This design comes from an exercise in tuning for small area and a short achievable clock period on the open sky130 flow, not from production work. At most, simulation tests tie the RTL to the original design; equivalence was not proved. No driver is modelled on the clock port, so clock power and skew are understated where the tree is cut down; a real chip needs a root buffer or a tree. Power is estimated from default activity; no workload was simulated.

==> 12-13: inputs <==
==> flow/design.v <==
module hb_task_queue_core #(
    parameter DEPTH = 16,
    parameter WIDTH = 32
)(
    input  logic clk,
    input  logic reset,                  
    input  logic push_req,
    input  logic [WIDTH-1:0] data_in,
    output logic full,
    output logic valid_out,
    output logic [WIDTH-1:0] data_out,
    input  logic pop_req,
    output logic empty                   
);
    localparam RDEPTH = DEPTH - 1;       
    logic [WIDTH-1:0] head_q;
    logic [WIDTH-1:0] slot [0:RDEPTH-1];
    logic [DEPTH-1:0] occ_lo;            
    logic             nfull_q;           
    logic [DEPTH:0]   occ;               
    logic             valid_q, full_q;   
    logic             le1_q;             
    logic             mid_q;             
    assign data_out  = head_q;
    assign valid_out = valid_q;
    assign full      = full_q;
    assign empty     = occ[0];
    assign occ       = {!nfull_q, occ_lo};
    wire head_en = occ[0] ? push_req : pop_req;
    logic [WIDTH-1:0] head_d;
    always_comb begin
        head_d = le1_q ? data_in : '0;
        for (int j = 0; j < RDEPTH; j++)
            head_d = head_d | (occ[j+2] ? slot[j] : '0);
    end
    always_ff @(posedge clk) begin
        if (head_en)
            head_q <= head_d;
        else
            head_q <= head_q & {WIDTH{!occ[0]}};
    end
    wire shift = push_req && mid_q;
    always_ff @(posedge clk) begin
        if (shift) begin
            slot[0] <= data_in;
            for (int j = 1; j < RDEPTH; j++)
                slot[j] <= slot[j-1];
        end
    end
    logic [DEPTH:0] occ_up, occ_dn, occ_both, occ_n;
    always_comb begin
        occ_up          = {occ[DEPTH-1:0], 1'b0};
        occ_up[DEPTH]   = occ[DEPTH-1] | occ[DEPTH];
        occ_dn          = {1'b0, occ[DEPTH:1]};
        occ_dn[0]       = occ[0] | occ[1];
        occ_both        = occ;
        occ_both[0]     = 1'b0;
        occ_both[1]     = occ[0] | occ[1];
        occ_both[DEPTH-1] = occ[DEPTH-1] | occ[DEPTH];
        occ_both[DEPTH] = 1'b0;
    end
    function automatic [3:0] flags(input [DEPTH:0] o);
        flags = {!o[0], o[DEPTH], o[0] | o[1], !o[0] && !o[DEPTH]};
    endfunction
    wire [3:0] fl_hold = flags(occ);
    wire [3:0] fl_up   = flags(occ_up);
    wire [3:0] fl_dn   = flags(occ_dn);
    wire [3:0] fl_both = flags(occ_both);
    localparam NS = DEPTH + 1 + 4;
    logic [NS-1:0] ns;
    hb_req_select #(.W(NS)) next_sel (
        .push_req(push_req),
        .pop_req(pop_req),
        .reset(reset),
        .v_hold({fl_hold, occ}),
        .v_push({fl_up, occ_up}),
        .v_pop({fl_dn, occ_dn}),
        .v_both({fl_both, occ_both}),
        .v_reset({4'b0010, {DEPTH{1'b0}}, 1'b1}),
        .q(ns)
    );
    always_ff @(posedge clk) begin
        occ_lo  <= ns[DEPTH-1:0];
        nfull_q <= !ns[DEPTH];
        {valid_q, full_q, le1_q, mid_q} <= ns[NS-1:DEPTH+1];
    end
endmodule
module hb_req_select #(
    parameter W = 1
)(
    input  logic         push_req,
    input  logic         pop_req,
    input  logic         reset,
    input  logic [W-1:0] v_hold,
    input  logic [W-1:0] v_push,
    input  logic [W-1:0] v_pop,
    input  logic [W-1:0] v_both,
    input  logic [W-1:0] v_reset,
    output logic [W-1:0] q
);
    always_comb begin
        if (reset)
            q = v_reset;
        else case ({push_req, pop_req})
            2'b10:   q = v_push;
            2'b01:   q = v_pop;
            2'b11:   q = v_both;
            default: q = v_hold;
        endcase
    end
endmodule
module hb_task_distributor (
    input  logic clk,
    input  logic reset,                  
    input  logic in_valid,
    input  logic [31:0] in_data,
    output logic out_valid,
    output logic [31:0] out_data,
    input  logic consumer_ready
);
    logic buffered_valid;                
    logic buffered_empty;                
    logic [31:0] buffered_data;
    assign out_valid = buffered_valid;
    assign out_data  = buffered_data;
    always_ff @(posedge clk) begin
        if (in_valid && buffered_empty)
            buffered_data <= in_data;
        else
            buffered_data <= buffered_data & {32{!buffered_empty}};
    end
    logic valid_n;
    always_comb begin
        if (buffered_empty)
            valid_n = in_valid;
        else
            valid_n = !consumer_ready;
    end
    always_ff @(posedge clk) begin
        if (reset) begin
            buffered_valid <= 1'b0;
            buffered_empty <= 1'b1;
        end else begin
            buffered_valid <= valid_n;
            buffered_empty <= !valid_n;
        end
    end
endmodule
module hb_arbiter_banked (
    input  logic clk,
    input  logic reset,                  
    input  logic in_valid,
    input  logic [31:0] in_data,
    output logic [1:0] grant_out,
    output logic [1:0] served_bank
);
    logic rr;
    logic [1:0] grant;
    assign grant_out   = grant;
    assign served_bank = grant;
    always_ff @(posedge clk) begin
        if (reset) begin
            grant <= 2'b00;
            rr    <= 1'b0;
        end else begin
            grant <= in_valid ? (rr ? 2'b10 : 2'b01) : 2'b00;
            if (in_valid) rr <= ~rr;
        end
    end
endmodule
module hb_task_queue_top (
    input  logic        clk,
    input  logic        reset,             
    input  logic        push_req,
    input  logic [31:0] data_in,
    input  logic        pop_req,
    output logic        full,
    output logic        valid_out,
    output logic [31:0] data_out,
    input  logic        consumer_ready,
    output logic        dist_out_valid,
    output logic [31:0] dist_out_data,
    output logic [1:0]  grant_out,
    output logic [1:0]  served_bank
);
    logic q_empty;
    hb_task_queue_core #(.DEPTH(16), .WIDTH(32)) dut_queue (
        .clk(clk),
        .reset(reset),
        .push_req(push_req),
        .data_in(data_in),
        .full(full),
        .valid_out(valid_out),
        .data_out(data_out),
        .pop_req(pop_req),
        .empty(q_empty)
    );
    hb_task_distributor distributor (
        .clk(clk),
        .reset(reset),
        .in_valid(!q_empty),
        .in_data(data_out),
        .out_valid(dist_out_valid),
        .out_data(dist_out_data),
        .consumer_ready(consumer_ready)
    );
    hb_arbiter_banked arbiter (
        .clk(clk),
        .reset(reset),
        .in_valid(!q_empty),
        .in_data(data_out),
        .grant_out(grant_out),
        .served_bank(served_bank)
    );
endmodule
==> flow/flow/run.sh <==
#!/bin/bash
# Own layout flow: the standard ORFS flow, with two changes:
#  - the clock tree is built by flow/pre_cts.tcl (two inverter levels) in
#    place of TritonCTS;
#  - every port gets a buf_2 as its port buffer.
# Each ORFS step writes its full log under orfs/logs/; make's own output goes
# to flow_make.log in the work folder.
set -euo pipefail
W=$(pwd)
bash standard.sh \
  PRE_CTS_TCL="$W/flow/pre_cts.tcl" \
  BUFFER_PORTS_ARGS="-buffer_cell sky130_fd_sc_hd__buf_2" \
  finish > "$W/flow_make.log" 2>&1
==> flow/flow/mtree.tcl <==
# Manual two-level clock tree: NROOT root cells fed by the clock port, each
# driving a group of leaf cells; each leaf cell drives a cluster of sinks.
# The cells may be buffers or inverters (two inverter levels keep the
# clock's polarity).
proc manual_cts {nroot nleaf rootcell leafcell} {
  set block [ord::get_db_block]
  set db [ord::get_db]
  set clknet [$block findNet clk]
  set sinks {}
  foreach it [$clknet getITerms] {
    lassign [$it getAvgXY] ok x y
    lappend sinks [list $it $x $y]
  }
  set n [llength $sinks]
  puts "manual_cts: $n sinks"
  # balanced recursive bisection into nleaf clusters
  proc bisect {pts k} {
    if {$k <= 1} { return [list $pts] }
    set xs [lmap p $pts {lindex $p 1}]; set ys [lmap p $pts {lindex $p 2}]
    set dx [expr {[tcl::mathfunc::max {*}$xs] - [tcl::mathfunc::min {*}$xs]}]
    set dy [expr {[tcl::mathfunc::max {*}$ys] - [tcl::mathfunc::min {*}$ys]}]
    set idx [expr {$dx >= $dy ? 1 : 2}]
    set s [lsort -real -index $idx $pts]
    set k1 [expr {$k / 2}]; set k2 [expr {$k - $k1}]
    set cut [expr {round([llength $s] * double($k1) / $k)}]
    return [concat [bisect [lrange $s 0 [expr {$cut-1}]] $k1] [bisect [lrange $s $cut end] $k2]]
  }
  set clusters [bisect $sinks $nleaf]
  set lmaster [$db findMaster $leafcell]
  set rmaster [$db findMaster $rootcell]
  set leaves {}
  set i 0
  foreach c $clusters {
    set sx 0; set sy 0
    foreach p $c { set sx [expr {$sx + [lindex $p 1]}]; set sy [expr {$sy + [lindex $p 2]}] }
    set cx [expr {round($sx / [llength $c])}]; set cy [expr {round($sy / [llength $c])}]
    set inst [odb::dbInst_create $block $lmaster "clkbuf_leaf_m$i"]
    set net [odb::dbNet_create $block "clknet_leaf_m$i"]
    $net setSigType CLOCK
    foreach p $c { set it [lindex $p 0]; $it disconnect; $it connect $net }
    [outpin $inst] connect $net
    $inst setLocation $cx $cy
    $inst setPlacementStatus PLACED
    lappend leaves [list $inst $cx $cy]
    incr i
  }
  set groups [bisect $leaves $nroot]
  set i 0
  foreach g $groups {
    set sx 0; set sy 0
    foreach p $g { set sx [expr {$sx + [lindex $p 1]}]; set sy [expr {$sy + [lindex $p 2]}] }
    set cx [expr {round($sx / [llength $g])}]; set cy [expr {round($sy / [llength $g])}]
    set inst [odb::dbInst_create $block $rmaster "clkbuf_root_m$i"]
    set net [odb::dbNet_create $block "clknet_root_m$i"]
    $net setSigType CLOCK
    foreach p $g { [[lindex $p 0] findITerm A] connect $net }
    [outpin $inst] connect $net
    [$inst findITerm A] connect $clknet
    $inst setLocation $cx $cy
    $inst setPlacementStatus PLACED
    incr i
  }
  $clknet setSigType CLOCK
  puts "manual_cts: [llength $clusters] leaves, [llength $groups] roots"
}
proc outpin {inst} {
  foreach it [$inst getITerms] { if {[$it isOutputSignal]} { return $it } }
}
==> flow/flow/pre_cts.tcl <==
# Sourced by ORFS's cts.tcl before clock tree synthesis (PRE_CTS_TCL).
# Replaces TritonCTS with a two-level tree built by manual_cts: four root
# inverters on the clock port, each driving a group of leaf inverters, each
# leaf inverter driving a compact cluster of about 24 flip-flops. Two
# single-stage inverter levels instead of TritonCTS's three buffer levels:
# the clock arrives at every register earlier, with the same small skew.
source [file join [file dirname [info script]] mtree.tcl]

rename clock_tree_synthesis tritoncts_clock_tree_synthesis
proc clock_tree_synthesis {args} {
  set n [llength [[[ord::get_db_block] findNet clk] getITerms]]
  set nleaf [expr {max(4, ($n + 23) / 24)}]
  manual_cts 4 $nleaf sky130_fd_sc_hd__inv_16 sky130_fd_sc_hd__inv_16
  set_propagated_clock [all_clocks]
}
==> flow/standard.sh <==
#!/bin/bash
# synth_recipe.tcl (not shown) runs the flow's synth.tcl, then flattens the netlist and writes it again
# the make line also repeats each setting of config.mk as NAME=value (left out here)
make -C /OpenROAD-flow-scripts/flow DESIGN_CONFIG=/design/flow/config.mk WORK_HOME=/design/flow/orfs CLKGATE_MAP_FILE= SYNTH_SCRIPT=/design/flow/synth_recipe.tcl "${@:-finish}"
==> flow/config.mk <==
export PLATFORM = sky130hd
export DESIGN_NAME = hb_task_queue_top
export DESIGN_NICKNAME = hb_task_queue_top
export VERILOG_FILES = /design/flow/design.v
export SDC_FILE = /design/flow/constraint.sdc
export NUM_CORES = 4
export LEC_CHECK = 0
export CAP_MARGIN = 20
export CORE_MARGIN = 2
export CORE_UTILIZATION = 60
export PLACE_DENSITY = 0.72
export SETUP_SLACK_MARGIN = 1.9
export SLEW_MARGIN = 20
export SYNTH_HIERARCHICAL = 1
export SYNTH_MINIMUM_KEEP_SIZE = 0
==> flow/constraint.sdc <==
create_clock -name core_clock -period 3.6 [get_ports {clk}]
set_input_delay 0.7200 -clock core_clock [delete_from_list [all_inputs] [get_ports {clk}]]
set_output_delay 0.7200 -clock core_clock [all_outputs]
set_load 0.01 [all_outputs]
==> 10-21: changes against 12-13 <==
--- a/flow/design.v
+++ b/flow/design.v
@@ -17,4 +17,2 @@
     logic [WIDTH-1:0] slot [0:RDEPTH-1];
-    logic [DEPTH-1:0] occ_lo;            
-    logic             nfull_q;           
     logic [DEPTH:0]   occ;               
@@ -27,3 +25,6 @@
     assign empty     = occ[0];
-    assign occ       = {!nfull_q, occ_lo};
+    wire push_ok = push_req && !occ[DEPTH];
+    wire pop_ok  = pop_req && !occ[0];
+    wire inc     = push_ok && !pop_ok;
+    wire dec     = pop_ok && !push_ok;
     wire head_en = occ[0] ? push_req : pop_req;
@@ -49,62 +50,22 @@
     end
-    logic [DEPTH:0] occ_up, occ_dn, occ_both, occ_n;
+    logic [DEPTH:0] occ_n;
     always_comb begin
-        occ_up          = {occ[DEPTH-1:0], 1'b0};
-        occ_up[DEPTH]   = occ[DEPTH-1] | occ[DEPTH];
-        occ_dn          = {1'b0, occ[DEPTH:1]};
-        occ_dn[0]       = occ[0] | occ[1];
-        occ_both        = occ;
-        occ_both[0]     = 1'b0;
-        occ_both[1]     = occ[0] | occ[1];
-        occ_both[DEPTH-1] = occ[DEPTH-1] | occ[DEPTH];
-        occ_both[DEPTH] = 1'b0;
+        occ_n = occ;
+        if (inc)      occ_n = {occ[DEPTH-1:0], 1'b0};
+        else if (dec) occ_n = {1'b0, occ[DEPTH:1]};
     end
-    function automatic [3:0] flags(input [DEPTH:0] o);
-        flags = {!o[0], o[DEPTH], o[0] | o[1], !o[0] && !o[DEPTH]};
-    endfunction
-    wire [3:0] fl_hold = flags(occ);
-    wire [3:0] fl_up   = flags(occ_up);
-    wire [3:0] fl_dn   = flags(occ_dn);
-    wire [3:0] fl_both = flags(occ_both);
-    localparam NS = DEPTH + 1 + 4;
-    logic [NS-1:0] ns;
-    hb_req_select #(.W(NS)) next_sel (
-        .push_req(push_req),
-        .pop_req(pop_req),
-        .reset(reset),
-        .v_hold({fl_hold, occ}),
-        .v_push({fl_up, occ_up}),
-        .v_pop({fl_dn, occ_dn}),
-        .v_both({fl_both, occ_both}),
-        .v_reset({4'b0010, {DEPTH{1'b0}}, 1'b1}),
-        .q(ns)
-    );
     always_ff @(posedge clk) begin
-        occ_lo  <= ns[DEPTH-1:0];
-        nfull_q <= !ns[DEPTH];
-        {valid_q, full_q, le1_q, mid_q} <= ns[NS-1:DEPTH+1];
-    end
-endmodule
-module hb_req_select #(
-    parameter W = 1
-)(
-    input  logic         push_req,
-    input  logic         pop_req,
-    input  logic         reset,
-    input  logic [W-1:0] v_hold,
-    input  logic [W-1:0] v_push,
-    input  logic [W-1:0] v_pop,
-    input  logic [W-1:0] v_both,
-    input  logic [W-1:0] v_reset,
-    output logic [W-1:0] q
-);
-    always_comb begin
-        if (reset)
-            q = v_reset;
-        else case ({push_req, pop_req})
-            2'b10:   q = v_push;
-            2'b01:   q = v_pop;
-            2'b11:   q = v_both;
-            default: q = v_hold;
-        endcase
+        if (reset) begin
+            occ     <= {{DEPTH{1'b0}}, 1'b1};
+            valid_q <= 1'b0;
+            full_q  <= 1'b0;
+            le1_q   <= 1'b1;
+            mid_q   <= 1'b0;
+        end else begin
+            occ     <= occ_n;
+            valid_q <= !occ_n[0];
+            full_q  <= occ_n[DEPTH];
+            le1_q   <= occ_n[0] | occ_n[1];
+            mid_q   <= !occ_n[0] && !occ_n[DEPTH];
+        end
     end
--- a/flow/flow/run.sh
+++ b/flow/flow/run.sh
@@ -2,3 +2,3 @@
 # Own layout flow: the standard ORFS flow, with two changes:
-#  - the clock tree is built by flow/pre_cts.tcl (two inverter levels) in
+#  - the clock tree is built by flow/pre_cts.tcl (a two-level tree) in
 #    place of TritonCTS;
--- a/flow/flow/mtree.tcl
+++ b/flow/flow/mtree.tcl
@@ -1,5 +1,3 @@
-# Manual two-level clock tree: NROOT root cells fed by the clock port, each
-# driving a group of leaf cells; each leaf cell drives a cluster of sinks.
-# The cells may be buffers or inverters (two inverter levels keep the
-# clock's polarity).
+# Manual two-level clock tree: NROOT root buffers fed by the clock port, each
+# driving a group of leaf buffers; each leaf buffer drives a cluster of sinks.
 proc manual_cts {nroot nleaf rootcell leafcell} {
@@ -40,3 +38,3 @@
     foreach p $c { set it [lindex $p 0]; $it disconnect; $it connect $net }
-    [outpin $inst] connect $net
+    [$inst findITerm X] connect $net
     $inst setLocation $cx $cy
@@ -56,3 +54,3 @@
     foreach p $g { [[lindex $p 0] findITerm A] connect $net }
-    [outpin $inst] connect $net
+    [$inst findITerm X] connect $net
     [$inst findITerm A] connect $clknet
@@ -65,4 +63 @@
 }
-proc outpin {inst} {
-  foreach it [$inst getITerms] { if {[$it isOutputSignal]} { return $it } }
-}
==> flow/flow/pre_cts.tcl (replaced) <==
# Sourced by ORFS's cts.tcl before clock tree synthesis (PRE_CTS_TCL).
# Replaces TritonCTS with a two-level tree built by manual_cts: four root
# buffers on the clock port, each driving a group of leaf buffers, each leaf
# buffer driving a compact cluster of about 24 flip-flops. It has one buffer
# level less than TritonCTS builds for this design, so the clock arrives at
# every register earlier, with the same small skew.
source [file join [file dirname [info script]] mtree.tcl]

rename clock_tree_synthesis tritoncts_clock_tree_synthesis
proc clock_tree_synthesis {args} {
  set n [llength [[[ord::get_db_block] findNet clk] getITerms]]
  set nleaf [expr {max(4, ($n + 23) / 24)}]
  manual_cts 4 $nleaf sky130_fd_sc_hd__clkbuf_16 sky130_fd_sc_hd__clkbuf_16
  set_propagated_clock [all_clocks]
}
CORE_UTILIZATION = 40   (was 60)
PLACE_DENSITY = default   (was 0.72)
SETUP_SLACK_MARGIN = 2.0   (was 1.9)
SYNTH_HIERARCHICAL = default   (was 1)
SYNTH_MINIMUM_KEEP_SIZE = default   (was 0)
==> 10-12: changes against 12-13 <==
--- a/flow/design.v
+++ b/flow/design.v
@@ -15,10 +15,10 @@
     localparam RDEPTH = DEPTH - 1;       
-    logic [WIDTH-1:0] head_q;
-    logic [WIDTH-1:0] slot [0:RDEPTH-1];
-    logic [DEPTH-1:0] occ_lo;            
-    logic             nfull_q;           
-    logic [DEPTH:0]   occ;               
-    logic             valid_q, full_q;   
-    logic             le1_q;             
-    logic             mid_q;             
+    logic [WIDTH-1:0]  head_q;
+    logic [WIDTH-1:0]  slot [0:RDEPTH-1];
+    logic [DEPTH:0]    nocc;             
+    logic [DEPTH:0]    occ;              
+    logic [RDEPTH-1:0] rsel;             
+    logic              valid_q, full_q;  
+    logic              le1_q;            
+    logic              mid_q;            
     assign data_out  = head_q;
@@ -27,4 +27,4 @@
     assign empty     = occ[0];
-    assign occ       = {!nfull_q, occ_lo};
-    wire head_en = occ[0] ? push_req : pop_req;
+    assign occ       = ~nocc;
+    wire head_en = occ[0] || pop_req;
     logic [WIDTH-1:0] head_d;
@@ -33,3 +33,3 @@
         for (int j = 0; j < RDEPTH; j++)
-            head_d = head_d | (occ[j+2] ? slot[j] : '0);
+            head_d = head_d | (rsel[j] ? slot[j] : '0);
     end
@@ -38,4 +38,2 @@
             head_q <= head_d;
-        else
-            head_q <= head_q & {WIDTH{!occ[0]}};
     end
@@ -49,24 +47,16 @@
     end
-    logic [DEPTH:0] occ_up, occ_dn, occ_both, occ_n;
+    logic [DEPTH:0] occ_up, occ_dn, occ_both;
     always_comb begin
-        occ_up          = {occ[DEPTH-1:0], 1'b0};
-        occ_up[DEPTH]   = occ[DEPTH-1] | occ[DEPTH];
-        occ_dn          = {1'b0, occ[DEPTH:1]};
-        occ_dn[0]       = occ[0] | occ[1];
-        occ_both        = occ;
-        occ_both[0]     = 1'b0;
-        occ_both[1]     = occ[0] | occ[1];
+        occ_up            = {occ[DEPTH-1:0], 1'b0};
+        occ_up[DEPTH]     = occ[DEPTH-1] | occ[DEPTH];
+        occ_dn            = {1'b0, occ[DEPTH:1]};
+        occ_dn[0]         = occ[0] | occ[1];
+        occ_both          = occ;
+        occ_both[0]       = 1'b0;
+        occ_both[1]       = occ[0] | occ[1];
         occ_both[DEPTH-1] = occ[DEPTH-1] | occ[DEPTH];
-        occ_both[DEPTH] = 1'b0;
-    end
-    function automatic [3:0] flags(input [DEPTH:0] o);
-        flags = {!o[0], o[DEPTH], o[0] | o[1], !o[0] && !o[DEPTH]};
-    endfunction
-    wire [3:0] fl_hold = flags(occ);
-    wire [3:0] fl_up   = flags(occ_up);
-    wire [3:0] fl_dn   = flags(occ_dn);
-    wire [3:0] fl_both = flags(occ_both);
-    localparam NS = DEPTH + 1 + 4;
-    logic [NS-1:0] ns;
-    hb_req_select #(.W(NS)) next_sel (
+        occ_both[DEPTH]   = 1'b0;
+    end
+    logic s_hold, s_push, s_pop, s_both;
+    hb_req_decode decode (
         .push_req(push_req),
@@ -74,38 +64,34 @@
         .reset(reset),
-        .v_hold({fl_hold, occ}),
-        .v_push({fl_up, occ_up}),
-        .v_pop({fl_dn, occ_dn}),
-        .v_both({fl_both, occ_both}),
-        .v_reset({4'b0010, {DEPTH{1'b0}}, 1'b1}),
-        .q(ns)
-    );
-    always_ff @(posedge clk) begin
-        occ_lo  <= ns[DEPTH-1:0];
-        nfull_q <= !ns[DEPTH];
-        {valid_q, full_q, le1_q, mid_q} <= ns[NS-1:DEPTH+1];
-    end
-endmodule
-module hb_req_select #(
-    parameter W = 1
-)(
-    input  logic         push_req,
-    input  logic         pop_req,
-    input  logic         reset,
-    input  logic [W-1:0] v_hold,
-    input  logic [W-1:0] v_push,
-    input  logic [W-1:0] v_pop,
-    input  logic [W-1:0] v_both,
-    input  logic [W-1:0] v_reset,
-    output logic [W-1:0] q
-);
-    always_comb begin
-        if (reset)
-            q = v_reset;
-        else case ({push_req, pop_req})
-            2'b10:   q = v_push;
-            2'b01:   q = v_pop;
-            2'b11:   q = v_both;
-            default: q = v_hold;
-        endcase
-    end
+        .s_hold(s_hold),
+        .s_push(s_push),
+        .s_pop(s_pop),
+        .s_both(s_both)
+    );
+    wire [DEPTH:0] occ_n = ({(DEPTH+1){s_hold}} & occ)
+                         | ({(DEPTH+1){s_push}} & occ_up)
+                         | ({(DEPTH+1){s_pop}}  & occ_dn)
+                         | ({(DEPTH+1){s_both}} & occ_both)
+                         | {{DEPTH{1'b0}}, reset};
+    always_ff @(posedge clk) begin
+        nocc    <= ~occ_n;
+        rsel    <= occ_n[DEPTH:2];
+        valid_q <= !occ_n[0];
+        full_q  <= occ_n[DEPTH];
+        le1_q   <= occ_n[0] | occ_n[1];
+        mid_q   <= !occ_n[0] && !occ_n[DEPTH];
+    end
+endmodule
+module hb_req_decode (
+    input  logic push_req,
+    input  logic pop_req,
+    input  logic reset,
+    output logic s_hold,
+    output logic s_push,
+    output logic s_pop,
+    output logic s_both
+);
+    assign s_hold = !reset && !push_req && !pop_req;
+    assign s_push = !reset &&  push_req && !pop_req;
+    assign s_pop  = !reset && !push_req &&  pop_req;
+    assign s_both = !reset &&  push_req &&  pop_req;
 endmodule
SETUP_SLACK_MARGIN = 2.05   (was 1.9)
==> qor summary <==
item	10-12	12-13	10-21
Status	timing/DRC/antenna clean	timing/DRC/antenna clean	timing/DRC/antenna clean
Layout-stage area growth over the synthesis result	17.1%	9.74%	19.0%
Fraction of area in multi-input gates	15.6%	18.7%	17.1%
Share of Yosys cell area claimed by the top area cell type	75.1%	68.1%	70.4%
Starting Density	60.9%	61.1%	40.7%
Core Util, Final	71.3%	67.1%	48.4%
Routed metal-1 wirelength	19.2 mm	20.1 mm	22.9 mm
Peak ir drop on the vdd network	0.475 mV	0.403 mV	0.291 mV
Met3 wirelength from detailed routing	4.63 mm	4.68 mm	3.47 mm
Cell area after layout	24000 sq um	23200 sq um	24400 sq um
Slew headroom	48.7%	42.3%	64.1%
Power density of the placed cells	486 nW/um^2	538 nW/um^2	478 nW/um^2
Clk power	0.00299 W	0.00291 W	0.00328 W
Req. time, crit path	3.70 ns	3.45 ns	2.88 ns
The RTL of 12-13 was laid out without a check of its function. No run of this note takes its clock network from TritonCTS; it comes from the design's own scripts or RTL.

[afterwards: timing with drivers on the ports]
The results above use ideal ports. As a check the final layouts listed here were re-extracted and re-timed, cells and wires unchanged. Step 1 assumes that a clkbuf_16 drives the clock port and a buf_2 every other input. Step 2, shift: input delay + t, output delay - t, t = (earliest + latest rising clock arrival at the registers) / 2. This alone moves slack from input paths to output paths. a / b / c = no drivers / after step 1 / after step 2; a / b = the first two.
| run | shift t [ns] | slack for setup (ns) | worst hold slack (ns) | worst setup path at the end | slew at the worst register clock pin (ns) |
|---|---|---|---|---|---|
| 12-13 | 0.398 | 1.908 / 1.865 / 1.679 | 0.440 / 0.440 / 0.440 | input to register | 0.08 / 0.09 |
| 10-21 | 0.472 | 1.880 / 1.757 / 1.601 | 0.439 / 0.440 / 0.440 | input to register | 0.10 / 0.10 |
| 10-12 | 0.413 | 1.919 / 1.812 / 1.679 | 0.430 / 0.429 / 0.429 | input to register | 0.08 / 0.08 |
After both steps every run listed still meets setup and hold. For 10-21, which loses most, drivers alone change the setup slack by -0.123 ns; drivers and shift together by -0.279 ns.
